Background: an optimization exercise with open tools, aiming at small area. Do not read the settings as production practice. At most, simulation tests tie the RTL to the original design; equivalence was not proved. No activity file was given, so power comes from the tool's default toggle rates.

==> inputs of trial 41 <==
Design ate, start of the top module:
module ate(clk,reset,pix_data,bin,threshold);
input clk;
input reset;
input [7:0] pix_data;
output reg bin;
output reg [7:0] threshold;
reg [7:0] buffer [63:0];
reg [5:0] count;    
reg [2:0] col;      
reg [7:0] nmax;        
reg [7:0] nmin;        
wire [7:0] max = ~nmax;
wire [7:0] min = ~nmin;
integer i;
function cy8;
	input [7:0] x;
	input [7:0] y;
	input       cin;
	integer k;
	reg c;
	begin
		c = cin;
		for (k = 0; k < 8; k = k + 1)
			c = (x[k] & y[k]) | (x[k] & c) | (y[k] & c);
		cy8 = c;
	end
endfunction
function ge8;
	input [7:0] a;
	input [7:0] b;
	integer k;
	reg r;
	begin
		r = 1'b1;
		for (k = 0; k < 8; k = k + 1)
			r = (a[k] & ~b[k]) | ((a[k] | ~b[k]) & r);
		ge8 = r;
	end
endfunction
wire       low0     = ~|count[4:0];
wire       last     = low0 & ~count[5];
wire [2:0] col_next = last ? {col[1:0], ~col[2]} : col;
wire       act_next = ~col_next[0] | col_next[2];    
reg  [8:0] sum;      
reg        ncy;
reg  [7:0] nmx, nmn;
integer j;
always @(*) begin
	nmx = nmax;
	nmn = nmin;
	ncy = nmx[0] & nmn[0];
	sum[0] = 1'b0;
	for (j = 1; j < 8; j = j + 1) begin
		sum[j] = ~(nmx[j] ^ nmn[j] ^ ncy);
		ncy = (nmx[j] & nmn[j]) | (nmx[j] & ncy) | (nmn[j] & ncy);
	end
	sum[8] = ~ncy;
end
wire [7:0] thr_next = last ? (act_next ? sum[8:1] : 8'd0) : threshold;
always @(posedge clk) begin
	buffer[0] <= ~pix_data;
	for (i = 1; i < 64; i = i + 1)
		buffer[i] <= buffer[i-1];
  ...
==> module ate, before the edit <==
module ate(clk,reset,pix_data,bin,threshold);
input clk;
input reset;
input [7:0] pix_data;
output reg bin;
output reg [7:0] threshold;
reg [7:0] buffer [63:0];
reg [5:0] count;    
reg [2:0] col;      
reg [7:0] nmax;        
reg [7:0] nmin;        
wire [7:0] max = ~nmax;
wire [7:0] min = ~nmin;
integer i;
function cy8;
	input [7:0] x;
	input [7:0] y;
	input       cin;
	integer k;
	reg c;
	begin
		c = cin;
		for (k = 0; k < 8; k = k + 1)
			c = (x[k] & y[k]) | (x[k] & c) | (y[k] & c);
		cy8 = c;
	end
endfunction
function ge8;
	input [7:0] a;
	input [7:0] b;
	integer k;
	reg r;
	begin
		r = 1'b1;
		for (k = 0; k < 8; k = k + 1)
			r = (a[k] & ~b[k]) | ((a[k] | ~b[k]) & r);
		ge8 = r;
	end
endfunction
wire       low0     = ~|count[4:0];
wire       last     = low0 & ~count[5];
wire [2:0] col_next = last ? {col[1:0], ~col[2]} : col;
wire       act_next = ~col_next[0] | col_next[2];    
reg  [8:0] sum;      
reg        ncy;
reg  [7:0] nmx, nmn;
integer j;
always @(*) begin
	nmx = nmax;
	nmn = nmin;
	ncy = nmx[0] & nmn[0];
	sum[0] = 1'b0;
	for (j = 1; j < 8; j = j + 1) begin
		sum[j] = ~(nmx[j] ^ nmn[j] ^ ncy);
		ncy = (nmx[j] & nmn[j]) | (nmx[j] & ncy) | (nmn[j] & ncy);
	end
	sum[8] = ~ncy;
end
wire [7:0] thr_next = last ? (act_next ? sum[8:1] : 8'd0) : threshold;
always @(posedge clk) begin
	buffer[0] <= ~pix_data;
	for (i = 1; i < 64; i = i + 1)
		buffer[i] <= buffer[i-1];
	if (last | cy8(pix_data, nmax, 1'b0))      
		nmax <= ~pix_data;
	if (last | ~cy8(pix_data, nmin, 1'b1))     
		nmin <= ~pix_data;
end
always @(posedge reset or posedge clk) begin
	if (reset) begin
		count <= 6'd0;
		col <= 3'd0;
		threshold <= 8'd0;
		bin <= 1'b0;
	end
	else begin
		count <= {count[4:0], count[5] ^ count[4] ^ low0};
		col <= col_next;
		threshold <= thr_next;
		bin <= act_next & ~cy8(buffer[63], thr_next, 1'b0);    
	end
end
endmodule
==> flow/config.mk <==
export PLATFORM = sky130hd
export DESIGN_NAME = ate
export DESIGN_NICKNAME = ate
export VERILOG_FILES = /design/flow/design.v
export SDC_FILE = /design/flow/constraint.sdc
export NUM_CORES = 4
export LEC_CHECK = 0
export CAP_MARGIN = 20
export CORE_MARGIN = 2
export CORE_UTILIZATION = 45
export SETUP_SLACK_MARGIN = 0.15
export SLEW_MARGIN = 20
==> flow/constraint.sdc <==
create_clock -name core_clock -period 4.0 [get_ports {clk}]
set_input_delay 0.8000 -clock core_clock [delete_from_list [all_inputs] [get_ports {clk}]]
set_output_delay 0.8000 -clock core_clock [all_outputs]
set_load 0.01 [all_outputs]
standard.sh (not shown) runs the stock make flow with config.mk's settings and CLKGATE_MAP_FILE= SYNTH_SCRIPT=/design/flow/synth_recipe.tcl, a recipe that flattens the netlist after the stock synthesis.
==> flow/flow/run.sh <==
#!/bin/bash
# The standard layout with three changes:
#  - synthesis is the standard flow's own (same passes, flatten and rename) except that abc
#    maps the logic with flow/area.script; registers are untouched;
#  - CTS builds the clock tree from clkbuf_4 in clusters of at most 12 sinks
#    and inserts no dummy loads;
#  - the port buffers are buf_1.
# Tool logs stay under orfs/logs; make's output goes to synth.log and standard.log.
set -e
here=$PWD
export MY_ABC_SCRIPT=$here/flow/area.script
export CTS_ARGS="-sink_clustering_enable -repair_clock_nets -dont_use_dummy_load -buf_list sky130_fd_sc_hd__clkbuf_4 -sink_clustering_size 12 -sink_clustering_max_diameter 50"
export BUFFER_PORTS_ARGS="-buffer_cell sky130_fd_sc_hd__buf_1"
sed "s#SYNTH_SCRIPT=[^ ]*#SYNTH_SCRIPT=$here/flow/my_synth.tcl#" standard.sh > my_standard.sh
bash my_standard.sh synth > synth.log 2>&1
bash standard.sh > standard.log 2>&1
==> flow/flow/area.script <==
strash
&get -n
&st
&syn2
&dch
&nf -a
&put
topo
==> flow/flow/my_synth.tcl <==
# synth_recipe.tcl with one change: abc maps the logic with flow/area.script
# (an area-oriented script) in place of ORFS's delay-oriented one.
proc synth {args} { yosys synth -nofsm -noshare {*}$args }
proc abc {args} {
  set i [lsearch $args -script]
  if {$i >= 0} { lset args [expr {$i+1}] $::env(MY_ABC_SCRIPT) }
  yosys abc {*}$args
}
source $::env(SCRIPTS_DIR)/synth.tcl
# left out here: clear keep_hierarchy, flatten, clean up, hide names made inside functions, write 1_2_yosys.v
==> inputs of trial 33, as changes to trial 41 <==
--- a/flow/design.v
+++ b/flow/design.v
@@ -13,17 +13,4 @@
 wire [7:0] min = ~nmin;
 integer i;
-function cy8;
-	input [7:0] x;
-	input [7:0] y;
-	input       cin;
-	integer k;
-	reg c;
-	begin
-		c = cin;
-		for (k = 0; k < 8; k = k + 1)
-			c = (x[k] & y[k]) | (x[k] & c) | (y[k] & c);
-		cy8 = c;
-	end
-endfunction
 function ge8;
 	input [7:0] a;
@@ -59,10 +46,10 @@
 wire [7:0] thr_next = last ? (act_next ? sum[8:1] : 8'd0) : threshold;
 always @(posedge clk) begin
-	buffer[0] <= ~pix_data;
+	buffer[0] <= pix_data;
 	for (i = 1; i < 64; i = i + 1)
 		buffer[i] <= buffer[i-1];
-	if (last | cy8(pix_data, nmax, 1'b0))      
+	if (last | ~ge8(max, pix_data))
 		nmax <= ~pix_data;
-	if (last | ~cy8(pix_data, nmin, 1'b1))     
+	if (last | ~ge8(pix_data, min))
 		nmin <= ~pix_data;
 end
@@ -78,5 +65,5 @@
 		col <= col_next;
 		threshold <= thr_next;
-		bin <= act_next & ~cy8(buffer[63], thr_next, 1'b0);    
+		bin <= act_next & ge8(buffer[63], thr_next);
 	end
 end
==> flow/flow/run.sh (replaced) <==
#!/bin/bash
export CTS_ARGS="-sink_clustering_enable -repair_clock_nets -dont_use_dummy_load -buf_list sky130_fd_sc_hd__clkbuf_4 -sink_clustering_size 12 -sink_clustering_max_diameter 50"
export BUFFER_PORTS_ARGS="-buffer_cell sky130_fd_sc_hd__buf_1"
bash standard.sh > standard.log 2>&1
removed: flow/flow/area.script
removed: flow/flow/my_synth.tcl
==> impl_metrics.py <==
metrics = {
    "status": {
        "status": "complete, but fails checks",
        "check-failures": "setup timing",
    },
    "logic_synthesis": {
        "synth_cell_types": 46,
    },
    "layout": {
        "buffer_area_share_pct": 0.873,
        "clk_share_pct": 3.02,
        "area_growth_pct": 7.72,
        "nNetsFinal": 751,
    },
    "place": {
        "dpl.hpwl_um": 7430,
        "placed_cells": 1014,
    },
    "sta": {
        "clock_skew_ps": 48.9,
        "setup_viol_count_final": 1,
        "setup_ws_ps": -189,
    },
    "pwr": {
        "pwr-share-clk_pct": 25.6,
        "ir_worst_vdd_uv": 331,
        "p_int_uw": 6380,
    },
    "grt": {
        "grt_pass1_wl_um": 22400,
    },
    "clock_tree": {
        "cts.clk_slew.worst_paths_ps": 110,
    },
    "setup_path": {
        "crit_cells": 13,
    },
    "floorplan": {
        "core_area_um2": 26100,
        "die_y_um": 167,
    },
}
The numbers above come from trial 33.

==> impl_metrics.py <==
metrics = {
    "place": {
        "dpl.hpwl_um": 6820,
    },
    "logic_synthesis": {
        "synth_cell_types": 24,
    },
    "pwr": {
        "pwr-share-clk_pct": 25.5,
        "p_int_uw": 6340,
    },
    "status": {
        "status": "finished clean",
    },
    "layout": {
        "clk_share_pct": 3.03,
        "buffer_area_share_pct": 0.594,
        "area_growth_pct": 7.71,
        "nNetsFinal": 714,
    },
    "clock_tree": {
        "cts.clk_slew.worst_paths_ps": 120,
    },
    "setup_path": {
        "crit_cells": 12,
    },
    "sta": {
        "setup_viol_count_final": 0,
    },
}
The numbers above come from trial 41.

Function not checked in trial 33: the RTL went through the layout flow alone.


==> run a: inputs <==
ate, a different RTL version from the one above (not shown whole).
==> module ate, before the edit <==
module ate(clk,reset,pix_data,bin,threshold);
input clk;
input reset;
input [7:0] pix_data;
output reg bin;
output reg [7:0] threshold;
reg [7:0] buffer [63:0];
reg [5:0] count;    
reg [2:0] col;      
reg [7:0] max;
reg [7:0] min;
integer i;
function ge8;
	input [7:0] a;
	input [7:0] b;
	integer k;
	reg r;
	begin
		r = 1'b1;
		for (k = 0; k < 8; k = k + 1)
			r = (a[k] & ~b[k]) | ((a[k] | ~b[k]) & r);
		ge8 = r;
	end
endfunction
wire       low0     = ~|count[4:0];
wire       last     = low0 & ~count[5];
wire [2:0] col_next = last ? {col[1:0], ~col[2]} : col;
wire       act_next = ~col_next[0] | col_next[2];    
reg  [8:0] sum;      
reg        cy;
integer j;
always @(*) begin
	cy = max[0] | min[0];
	sum[0] = 1'b0;
	for (j = 1; j < 8; j = j + 1) begin
		sum[j] = max[j] ^ min[j] ^ cy;
		cy = (max[j] & min[j]) | (max[j] & cy) | (min[j] & cy);
	end
	sum[8] = cy;
end
wire [7:0] thr_next = last ? (act_next ? sum[8:1] : 8'd0) : threshold;
always @(posedge clk) begin
	buffer[0] <= pix_data;
	for (i = 1; i < 64; i = i + 1)
		buffer[i] <= buffer[i-1];
	if (last | ~ge8(max, pix_data))
		max <= pix_data;
	if (last | ~ge8(pix_data, min))
		min <= pix_data;
end
always @(posedge reset or posedge clk) begin
	if (reset) begin
		count <= 6'd0;
		col <= 3'd0;
		threshold <= 8'd0;
		bin <= 1'b0;
	end
	else begin
		count <= {count[4:0], count[5] ^ count[4] ^ low0};
		col <= col_next;
		threshold <= thr_next;
		bin <= act_next & ge8(buffer[63], thr_next);
	end
end
endmodule
export LEC_CHECK = 0
export CAP_MARGIN = 20
export CORE_MARGIN = 2
export CORE_UTILIZATION = 45
export SETUP_SLACK_MARGIN = 0.15
export SLEW_MARGIN = 20
create_clock -name core_clock -period 4.0 [get_ports {clk}]
==> flow/flow/run.sh <==
#!/bin/bash
export CTS_ARGS="-sink_clustering_enable -repair_clock_nets -dont_use_dummy_load -buf_list sky130_fd_sc_hd__clkbuf_4 -sink_clustering_size 13 -sink_clustering_max_diameter 40"
export BUFFER_PORTS_ARGS="-buffer_cell sky130_fd_sc_hd__buf_1"
bash standard.sh > standard.log 2>&1
==> run b (differences from run a) <==
--- a/flow/design.v
+++ b/flow/design.v
@@ -9,5 +9,20 @@
 reg [2:0] col;      
-reg [7:0] max;
-reg [7:0] min;
+reg [7:0] nmax;        
+reg [7:0] nmin;        
+wire [7:0] max = ~nmax;
+wire [7:0] min = ~nmin;
 integer i;
+function cy8;
+	input [7:0] x;
+	input [7:0] y;
+	input       cin;
+	integer k;
+	reg c;
+	begin
+		c = cin;
+		for (k = 0; k < 8; k = k + 1)
+			c = (x[k] & y[k]) | (x[k] & c) | (y[k] & c);
+		cy8 = c;
+	end
+endfunction
 function ge8;
@@ -29,12 +44,15 @@
 reg  [8:0] sum;      
-reg        cy;
+reg        ncy;
+reg  [7:0] nmx, nmn;
 integer j;
 always @(*) begin
-	cy = max[0] | min[0];
+	nmx = nmax;
+	nmn = nmin;
+	ncy = nmx[0] & nmn[0];
 	sum[0] = 1'b0;
 	for (j = 1; j < 8; j = j + 1) begin
-		sum[j] = max[j] ^ min[j] ^ cy;
-		cy = (max[j] & min[j]) | (max[j] & cy) | (min[j] & cy);
+		sum[j] = ~(nmx[j] ^ nmn[j] ^ ncy);
+		ncy = (nmx[j] & nmn[j]) | (nmx[j] & ncy) | (nmn[j] & ncy);
 	end
-	sum[8] = cy;
+	sum[8] = ~ncy;
 end
@@ -42,9 +60,9 @@
 always @(posedge clk) begin
-	buffer[0] <= pix_data;
+	buffer[0] <= ~pix_data;
 	for (i = 1; i < 64; i = i + 1)
 		buffer[i] <= buffer[i-1];
-	if (last | ~ge8(max, pix_data))
-		max <= pix_data;
-	if (last | ~ge8(pix_data, min))
-		min <= pix_data;
+	if (last | cy8(pix_data, nmax, 1'b0))      
+		nmax <= ~pix_data;
+	if (last | ~cy8(pix_data, nmin, 1'b1))     
+		nmin <= ~pix_data;
 end
@@ -61,3 +79,3 @@
 		threshold <= thr_next;
-		bin <= act_next & ge8(buffer[63], thr_next);
+		bin <= act_next & ~cy8(buffer[63], thr_next, 1'b0);    
 	end
==> flow/flow/run.sh (replaced) <==
#!/bin/bash
# The standard layout with three changes:
#  - synthesis is the standard flow's own (same passes, flatten and rename) except that abc
#    maps the logic with flow/area.script; registers are untouched;
#  - CTS builds the clock tree from clkbuf_4 in clusters of at most 12 sinks
#    and inserts no dummy loads;
#  - the port buffers are buf_1.
# Tool logs stay under orfs/logs; make's output goes to synth.log and standard.log.
set -e
here=$PWD
export MY_ABC_SCRIPT=$here/flow/area.script
export CTS_ARGS="-sink_clustering_enable -repair_clock_nets -dont_use_dummy_load -buf_list sky130_fd_sc_hd__clkbuf_4 -sink_clustering_size 12 -sink_clustering_max_diameter 50"
export BUFFER_PORTS_ARGS="-buffer_cell sky130_fd_sc_hd__buf_1"
sed "s#SYNTH_SCRIPT=[^ ]*#SYNTH_SCRIPT=$here/flow/my_synth.tcl#" standard.sh > my_standard.sh
bash my_standard.sh synth > synth.log 2>&1
bash standard.sh > standard.log 2>&1
==> flow/flow/area.script (new file) <==
strash
&get -n
&st
&syn2
&dch
&nf -a
&put
topo
==> flow/flow/my_synth.tcl (new file) <==
# synth_recipe.tcl with one change: abc maps the logic with flow/area.script
# (an area-oriented script) in place of ORFS's delay-oriented one.
proc synth {args} { yosys synth -nofsm -noshare {*}$args }
proc abc {args} {
  set i [lsearch $args -script]
  if {$i >= 0} { lset args [expr {$i+1}] $::env(MY_ABC_SCRIPT) }
  yosys abc {*}$args
}
source $::env(SCRIPTS_DIR)/synth.tcl
# left out here: clear keep_hierarchy, flatten, clean up, hide names made inside functions, write 1_2_yosys.v
Settings changed: CORE_UTILIZATION 45 to 55.
==> run c (differences from run a) <==
==> flow/design.v (replaced) <==
module ate(clk,reset,pix_data,bin,threshold);
input clk;
input reset;
input [7:0] pix_data;
output reg bin;
output reg [7:0] threshold;
reg [7:0] buffer [64:0]; 
reg [6:0] count;  
reg [7:0] min;
reg [7:0] max;
reg [4:0] block_count;
reg [8:0] tmp;
integer i;
always @(*) begin    
bin= ~|block_count[2:1] ? 1'b0: (buffer[64]>= threshold);
end
always @(posedge reset or posedge clk) begin
if (reset) begin
    max<= 'b0;
	min<= 'hff;
	for(i=0; i<=64; i= i+1)
		buffer[i]<= 'b0;
	count<= 'b0; 
	block_count<= 'b0;
	tmp<= 'b0;
	threshold<= 'b0;
end
else begin
	buffer[0]<= pix_data;
	for(i=1; i<=64; i= i+1)
		buffer[i]<= buffer[i-1];
	if(count[6]) begin
		count<= 1;
		max<= pix_data;
		min<= pix_data;
	end
	else begin
		count<= count+ 1;
		if(pix_data> max)
			max<= pix_data;
		if(pix_data< min)
			min<= pix_data;
	end
	tmp= {1'b0, max}+ {1'b0, min};
	if(count[6]) begin
		if (block_count[2] & block_count[0])  
			block_count <= 5'b0;
		else 
			block_count<= block_count+ 1;
		if ((block_count[1]==0) & ~(block_count[0] ^ block_count[2]))  
			threshold<= 5'b0;
		else
			threshold= tmp[8:1]+ {7'b0, tmp[0]};
	end
end
end
endmodule
==> flow/run.sh (new file) <==
#!/bin/bash
# synth_recipe.tcl (not shown) runs the flow's synth.tcl, then flattens the netlist and writes it again
# the make line also repeats each setting of config.mk as NAME=value (left out here)
make -C /OpenROAD-flow-scripts/flow DESIGN_CONFIG=/design/flow/config.mk WORK_HOME=/design/flow/orfs CLKGATE_MAP_FILE= SYNTH_SCRIPT=/design/flow/synth_recipe.tcl finish
Settings changed: SETUP_SLACK_MARGIN 0.15 to unset.
removed: flow/flow/run.sh
removed: flow/standard.sh
==> notes <==
Against run b, the clock skew of run c is lower by 54 ps.
Against run b, the first-iteration DRC count of run c is larger by 120%.
The lowest core utilization belongs to run a, the highest to run b.
Of run b and run a, run b has the higher fmax (gap 3.4%, measured against run a).
Against run c, the sequential power of run a is smaller by 5.3%.
Of run a and run c, run c has the higher non-clock buffer count (gap 7).
Synthesized cell count: run c > run a > run b.
Die area, lowest first: run b, run a, run c.
Between run a and run b, the lower hold slack is in run b (gap 93 ps).
Setup slack: run c is higher than run b (400 ps).
Sequential share of layout area: run c < run a < run b.
Function not checked in run c: the RTL went through the layout flow alone.

## what the ideal ports hide
Ports are ideal in the flow. The routed layouts listed here were re-timed in OpenROAD.
Step 1 (the two cells are an assumption about what drives the block):
set clk [get_ports {clk}]
set_driving_cell -lib_cell sky130_fd_sc_hd__clkbuf_16 $clk
set_driving_cell -lib_cell sky130_fd_sc_hd__buf_2 [delete_from_list [all_inputs] $clk]
Step 2 also shifts input and output timing later by t, the mid clock arrival at the registers, as if the neighbouring blocks saw the same clock.
Slacks: ideal / step 1 / step 2; pairs: ideal / step 1.
run	t (ns)	slack for setup (ns)	slew at the worst register clock pin (ns)	worst data-port slew with drivers (ns)
trial 41	0.684	0.209 / 0.209 / 0.209	0.12 / 0.12	0.05
trial 33	0.688	-0.189 / -0.189 / -0.189	0.12 / 0.12	0.03
run a	0.681	0.098 / 0.098 / 0.098	0.13 / 0.13	0.03
run b	0.665	0.225 / 0.225 / 0.225	0.12 / 0.12	0.05
run c	0.601	0.622 / 0.573 / 0.930	0.07 / 0.07	0.03
